Background: an optimization exercise with open tools, aiming at small area. Do not read the settings as production practice. In this exercise RTL edits were held to simulation tests only and were not proved equivalent to the original.

Design DgLk_LockChannel, start of the top module:
module DgLk_LockChannel (
    input  wire        i_clkp,
    input  wire        i_rstn,
    input  wire [15:0] i_a0,      
    input  wire [15:0] i_adc,     
    input  wire [15:0] i_rt,      
    input  wire [15:0] i_k0,      
    input  wire [15:0] i_k1,      
    input  wire [15:0] i_k2,      
    input  wire [4:0]  i_shift,   
    input  wire [31:0] i_min,     
    input  wire [31:0] i_max,     
    output wire [15:0] o_filt,    
    output wire [31:0] o_ut       
);
reg [3:0] cnt;
always @(posedge i_clkp or negedge i_rstn)
  if (!i_rstn)           cnt <= 4'd0;
  else if (!cnt[3])      cnt <= cnt + 4'd1;
reg  [15:0] a0_r, adc_r;             
reg  [15:0] y1, y2, y3, y4;          
reg  [15:0] y0;                      
reg  [15:0] ra, rb;                  
reg         rc;
wire [15:0] ra_n, rb_n, ynew;
wire        rc_n;
dglk_filt_core u_filt (.a0(a0_r), .adc(adc_r), .y(y0), .ra(ra_n), .rb(rb_n), .rc(rc_n));
dglk_filt_add  u_fadd (.ra(ra), .rb(rb), .rc(rc), .ynew(ynew));
always @(posedge i_clkp) begin
  a0_r <= i_a0;  adc_r <= i_adc;
  ra <= ra_n; rb <= rb_n; rc <= rc_n;
  y4 <= ynew; y3 <= y4; y2 <= y3; y1 <= y2;
end
always @(posedge i_clkp or negedge i_rstn)
  if (!i_rstn) y0 <= 16'd0;
  ...
Size: ~4100 cells after synthesis, ~47000 µm² of cells after synthesis.
==> module DgLk_LockChannel, before the edit <==
module DgLk_LockChannel (
    input  wire        i_clkp,
    input  wire        i_rstn,
    input  wire [15:0] i_a0,      
    input  wire [15:0] i_adc,     
    input  wire [15:0] i_rt,      
    input  wire [15:0] i_k0,      
    input  wire [15:0] i_k1,      
    input  wire [15:0] i_k2,      
    input  wire [4:0]  i_shift,   
    input  wire [31:0] i_min,     
    input  wire [31:0] i_max,     
    output wire [15:0] o_filt,    
    output wire [31:0] o_ut       
);
reg [3:0] cnt;
always @(posedge i_clkp or negedge i_rstn)
  if (!i_rstn)           cnt <= 4'd0;
  else if (!cnt[3])      cnt <= cnt + 4'd1;
reg  [15:0] a0_r, adc_r;             
reg  [15:0] y1, y2, y3, y4;          
reg  [15:0] y0;                      
reg  [15:0] ra, rb;                  
reg         rc;
wire [15:0] ra_n, rb_n, ynew;
wire        rc_n;
dglk_filt_core u_filt (.a0(a0_r), .adc(adc_r), .y(y0), .ra(ra_n), .rb(rb_n), .rc(rc_n));
dglk_filt_add  u_fadd (.ra(ra), .rb(rb), .rc(rc), .ynew(ynew));
always @(posedge i_clkp) begin
  a0_r <= i_a0;  adc_r <= i_adc;
  ra <= ra_n; rb <= rb_n; rc <= rc_n;
  y4 <= ynew; y3 <= y4; y2 <= y3; y1 <= y2;
end
always @(posedge i_clkp or negedge i_rstn)
  if (!i_rstn) y0 <= 16'd0;
  else         y0 <= (cnt[3] | (cnt[2] & cnt[1])) ? y1 : 16'd0;
assign o_filt = y0;
reg  [15:0] e1, e2, e3;              
reg  [31:0] fs, fc;                  
reg  [31:0] d1, d2, d3, d4, d5, d6, d7, d8;    
reg  [31:0] r1, r2;                  
wire [31:0] fs_n, fc_n;
dglk_pid_core u_pid (.e0(e1), .e1(e2), .e2(e3), .k0(i_k0), .k1(i_k1), .k2(i_k2),
                     .fs(fs), .fc(fc), .fs_n(fs_n), .fc_n(fc_n));
wire [31:0] f;
dglk_pid_sum u_psum (.fs(fs), .fc(fc), .f(f));
wire [31:0] sh0 = i_shift[0] ? {{ 1{f[31]}},   f[31:1]}  : f;
wire [31:0] sh1 = i_shift[1] ? {{ 2{sh0[31]}}, sh0[31:2]}  : sh0;
wire [31:0] sh2 = i_shift[2] ? {{ 4{sh1[31]}}, sh1[31:4]}  : sh1;
wire [31:0] sh3 = i_shift[3] ? {{ 8{sh2[31]}}, sh2[31:8]}  : sh2;
wire [31:0] sh4 = i_shift[4] ? {{16{sh3[31]}}, sh3[31:16]} : sh3;
wire [31:0] sv = cnt[3] ? d8 : 32'd0;
wire signed [31:0] s_sv = sv, s_min = i_min, s_max = i_max;
wire lt_min  = s_sv < s_min;                     
wire gt_max  = s_max < s_sv;                     
wire bad     = s_max < s_min;                    
wire nolim   = ~|{i_min, i_max};                 
wire sel_min = ~bad & ~nolim & lt_min;
wire sel_max = ~bad & ~nolim & ~lt_min & gt_max;
wire sel_sv  = ~bad & (nolim | (~lt_min & ~gt_max));
wire [31:0] lim = ({32{sel_min}} & i_min) | ({32{sel_max}} & i_max) | ({32{sel_sv}} & sv);
always @(posedge i_clkp) begin
  d1 <= sh4; d2 <= d1; d3 <= d2; d4 <= d3; d5 <= d4; d6 <= d5; d7 <= d6; d8 <= d7;
end
always @(posedge i_clkp or negedge i_rstn)
  if (!i_rstn) begin
    e1 <= 16'd0; e2 <= 16'd0; e3 <= 16'd0;
    fs <= 32'd0; fc <= 32'd0;
    r1 <= 32'd0; r2 <= 32'd0;
  end else begin
    e1 <= i_rt - y0; e2 <= e1; e3 <= e2;
    fs <= fs_n; fc <= fc_n;
    r1 <= lim; r2 <= r1;
  end
assign o_ut = r2;
endmodule
Settings: LEC_CHECK=0, CAP_MARGIN=5, CORE_MARGIN=2, CORE_UTILIZATION=70, CTS_BUF_LIST=sky130_fd_sc_hd__clkbuf_8, CTS_CLUSTER_DIAMETER=60, CTS_CLUSTER_SIZE=16, PLACE_DENSITY=0.8, SLEW_MARGIN=5, SYNTH_HIERARCHICAL=1, SYNTH_MINIMUM_KEEP_SIZE=0; clock period 5.5 ns.
standard.sh (not shown) runs the stock make flow with config.mk's settings and CLKGATE_MAP_FILE= SYNTH_SCRIPT=/design/flow/synth_recipe.tcl, a recipe that flattens the netlist after the stock synthesis.
==> flow/flow/run.sh <==
#!/bin/bash
# Layout with the standard flow (standard.sh) and its unchanged synthesis, with one step
# added between synthesis and floorplan: downsize.py sets every combinational cell of the
# synthesized netlist to the smallest drive strength of its family (ABC's speed script sizes
# cells up before placement); the flow's own repair steps size up what timing needs.
# make's output is in flow_*.log here; each tool's log is in orfs/logs/.
set -euo pipefail
PORTS=()
if [[ -f flow/ports_buf1 ]]; then PORTS=("BUFFER_PORTS_ARGS=-buffer_cell sky130_fd_sc_hd__buf_1"); fi
bash standard.sh synth > flow_synth.log 2>&1
R=orfs/results/${FLOW_PLATFORM}/DgLk_LockChannel/base
python3 flow/downsize.py "$FLOW_HOME/platforms/${FLOW_PLATFORM}/lib/sky130_fd_sc_hd__tt_025C_1v80.lib" \
  "$R/1_2_yosys.v" > flow_downsize.log 2>&1
bash standard.sh "${PORTS[@]}" finish > flow_finish.log 2>&1
==> flow/flow/downsize.py <==
#!/usr/bin/env python3
"""Rewrites a synthesized netlist so that each combinational cell uses the
smallest-area drive strength of its family (same function, same pins).
Flip-flops, buffers and clock cells are left alone; the flow's timing repair
sizes up whatever needs it.  usage: downsize.py LIB NETLIST"""
import re, sys

lib, net = sys.argv[1], sys.argv[2]
text = open(lib).read()
area = {}
for m in re.finditer(r'cell \("(sky130_fd_sc_hd__\w+)"\)\s*\{', text):
    nxt = text.find('cell (', m.end())
    a = re.search(r'area\s*:\s*([\d.]+)', text[m.end():nxt if nxt > 0 else len(text)])
    if a:
        area[m.group(1)] = float(a.group(1))
dont = {'probe', 'lpflow'}
fam = {}
for c, a in area.items():
    m = re.match(r'(sky130_fd_sc_hd__[a-z0-9]+)_(\d+)$', c)
    if not m or any(d in c for d in dont):
        continue
    fam.setdefault(m.group(1), []).append((a, c))
keep = re.compile(r'sky130_fd_sc_hd__(df|sdf|edf|dl|buf|clk|conb|tap|fill|decap|bufbuf|bufinv|dly)')
s = open(net).read()
count = {}
def repl(m):
    c = m.group(0)
    f = re.match(r'(sky130_fd_sc_hd__[a-z0-9]+)_(\d+)$', c)
    if not f or keep.match(c) or f.group(1) not in fam:
        return c
    best = min(fam[f.group(1)])[1]
    if area.get(best, 1e9) < area.get(c, 0):
        count[(c, best)] = count.get((c, best), 0) + 1
        return best
    return c
s = re.sub(r'\bsky130_fd_sc_hd__[a-z0-9]+_\d+\b', repl, s)
open(net, 'w').write(s)
for (a, b), n in sorted(count.items()):
    print('%5d %s -> %s' % (n, a, b))
==> flow/flow/ports_buf1 <==
1
Next try:
--- a/flow/design.v
+++ b/flow/design.v
@@ -4432,8 +4432,8 @@
     output wire [31:0] o_ut       
 );
-reg [3:0] cnt;
+reg [2:0] cnt;
 always @(posedge i_clkp or negedge i_rstn)
-  if (!i_rstn)           cnt <= 4'd0;
-  else if (!cnt[3])      cnt <= cnt + 4'd1;
+  if (!i_rstn)          cnt <= 3'd0;
+  else if (cnt != 3'd7) cnt <= cnt + 3'd1;
 reg  [15:0] a0_r, adc_r;             
 reg  [15:0] y1, y2, y3, y4;          
@@ -4452,21 +4452,23 @@
 always @(posedge i_clkp or negedge i_rstn)
   if (!i_rstn) y0 <= 16'd0;
-  else         y0 <= (cnt[3] | (cnt[2] & cnt[1])) ? y1 : 16'd0;
+  else         y0 <= (cnt[2] & cnt[1]) ? y1 : 16'd0;
 assign o_filt = y0;
-reg  [15:0] e1, e2, e3;              
+reg  [15:0] k0_r, k1_r, k2_r;        
+reg  [4:0]  shift_r;                 
+reg  [15:0] e1, e2, e3, e4;          
 reg  [31:0] fs, fc;                  
-reg  [31:0] d1, d2, d3, d4, d5, d6, d7, d8;    
+reg  [31:0] d1, d2, d3, d4, d5, d6, d7;    
 reg  [31:0] r1, r2;                  
 wire [31:0] fs_n, fc_n;
-dglk_pid_core u_pid (.e0(e1), .e1(e2), .e2(e3), .k0(i_k0), .k1(i_k1), .k2(i_k2),
+dglk_pid_core u_pid (.e0(e2), .e1(e3), .e2(e4), .k0(k0_r), .k1(k1_r), .k2(k2_r),
                      .fs(fs), .fc(fc), .fs_n(fs_n), .fc_n(fc_n));
 wire [31:0] f;
 dglk_pid_sum u_psum (.fs(fs), .fc(fc), .f(f));
-wire [31:0] sh0 = i_shift[0] ? {{ 1{f[31]}},   f[31:1]}  : f;
-wire [31:0] sh1 = i_shift[1] ? {{ 2{sh0[31]}}, sh0[31:2]}  : sh0;
-wire [31:0] sh2 = i_shift[2] ? {{ 4{sh1[31]}}, sh1[31:4]}  : sh1;
-wire [31:0] sh3 = i_shift[3] ? {{ 8{sh2[31]}}, sh2[31:8]}  : sh2;
-wire [31:0] sh4 = i_shift[4] ? {{16{sh3[31]}}, sh3[31:16]} : sh3;
-wire [31:0] sv = cnt[3] ? d8 : 32'd0;
+wire [31:0] sh0 = shift_r[0] ? {{ 1{f[31]}},   f[31:1]}  : f;
+wire [31:0] sh1 = shift_r[1] ? {{ 2{sh0[31]}}, sh0[31:2]}  : sh0;
+wire [31:0] sh2 = shift_r[2] ? {{ 4{sh1[31]}}, sh1[31:4]}  : sh1;
+wire [31:0] sh3 = shift_r[3] ? {{ 8{sh2[31]}}, sh2[31:8]}  : sh2;
+wire [31:0] sh4 = shift_r[4] ? {{16{sh3[31]}}, sh3[31:16]} : sh3;
+wire [31:0] sv = (cnt == 3'd7) ? d7 : 32'd0;
 wire signed [31:0] s_sv = sv, s_min = i_min, s_max = i_max;
 wire lt_min  = s_sv < s_min;                     
@@ -4479,13 +4481,14 @@
 wire [31:0] lim = ({32{sel_min}} & i_min) | ({32{sel_max}} & i_max) | ({32{sel_sv}} & sv);
 always @(posedge i_clkp) begin
-  d1 <= sh4; d2 <= d1; d3 <= d2; d4 <= d3; d5 <= d4; d6 <= d5; d7 <= d6; d8 <= d7;
+  k0_r <= i_k0; k1_r <= i_k1; k2_r <= i_k2; shift_r <= i_shift;
+  d1 <= sh4; d2 <= d1; d3 <= d2; d4 <= d3; d5 <= d4; d6 <= d5; d7 <= d6;
 end
 always @(posedge i_clkp or negedge i_rstn)
   if (!i_rstn) begin
-    e1 <= 16'd0; e2 <= 16'd0; e3 <= 16'd0;
+    e1 <= 16'd0; e2 <= 16'd0; e3 <= 16'd0; e4 <= 16'd0;
     fs <= 32'd0; fc <= 32'd0;
     r1 <= 32'd0; r2 <= 32'd0;
   end else begin
-    e1 <= i_rt - y0; e2 <= e1; e3 <= e2;
+    e1 <= i_rt - y0; e2 <= e1; e3 <= e2; e4 <= e3;
     fs <= fs_n; fc <= fc_n;
     r1 <= lim; r2 <= r1;
What happened:
- The new run passed the timing, design-rule and antenna checks
- setup slack improves by 120 ps
- count of clock-buffer cells in the layout does not change
- cell count increases by 0.32%
- routed wire length decreases by 3.5%
- hold slack degrades by 53 ps
- register-to-register slack improves by 120 ps
- sequential share of layout area increases by 1.4 points
- non-clock buffer count decreases by 27
- area after synthesis increases by 1.3%
- maximum frequency increases by 2.2%
- cell area increases by 0.71%
- core utilization barely changes
- via count barely changes

afterwards: timing with drivers on the ports:
In the flow no input, the clock included, has a driving cell. The finished layouts below were timed again as built, in two steps.
Step 1 assumes that a clkbuf_16 drives the clock port and a buf_2 every other input.
Step 2, shift: input delay + t, output delay - t, t = (earliest + latest rising clock arrival at the registers) / 2. This alone moves slack from input paths to output paths.
a / b / c = ideal / step 1 / step 2; a / b = the first two.
run	shift t [ns]	setup WS [ns]	slew at the worst register clock pin (ns)	worst slew at a driven data input, ns	cell pins on the clock port's net
the first run	0.778	0.182 / 0.182 / -0.172	0.10 / 0.10	0.08	1
the second run	0.774	0.298 / 0.298 / 0.298	0.11 / 0.11	0.06	1
Met with ideal ports but missed after step 2: setup timing in the first run. The setup slack of the first run, which loses most, moves by 0.000 ns with the drivers and by -0.354 ns with both steps.
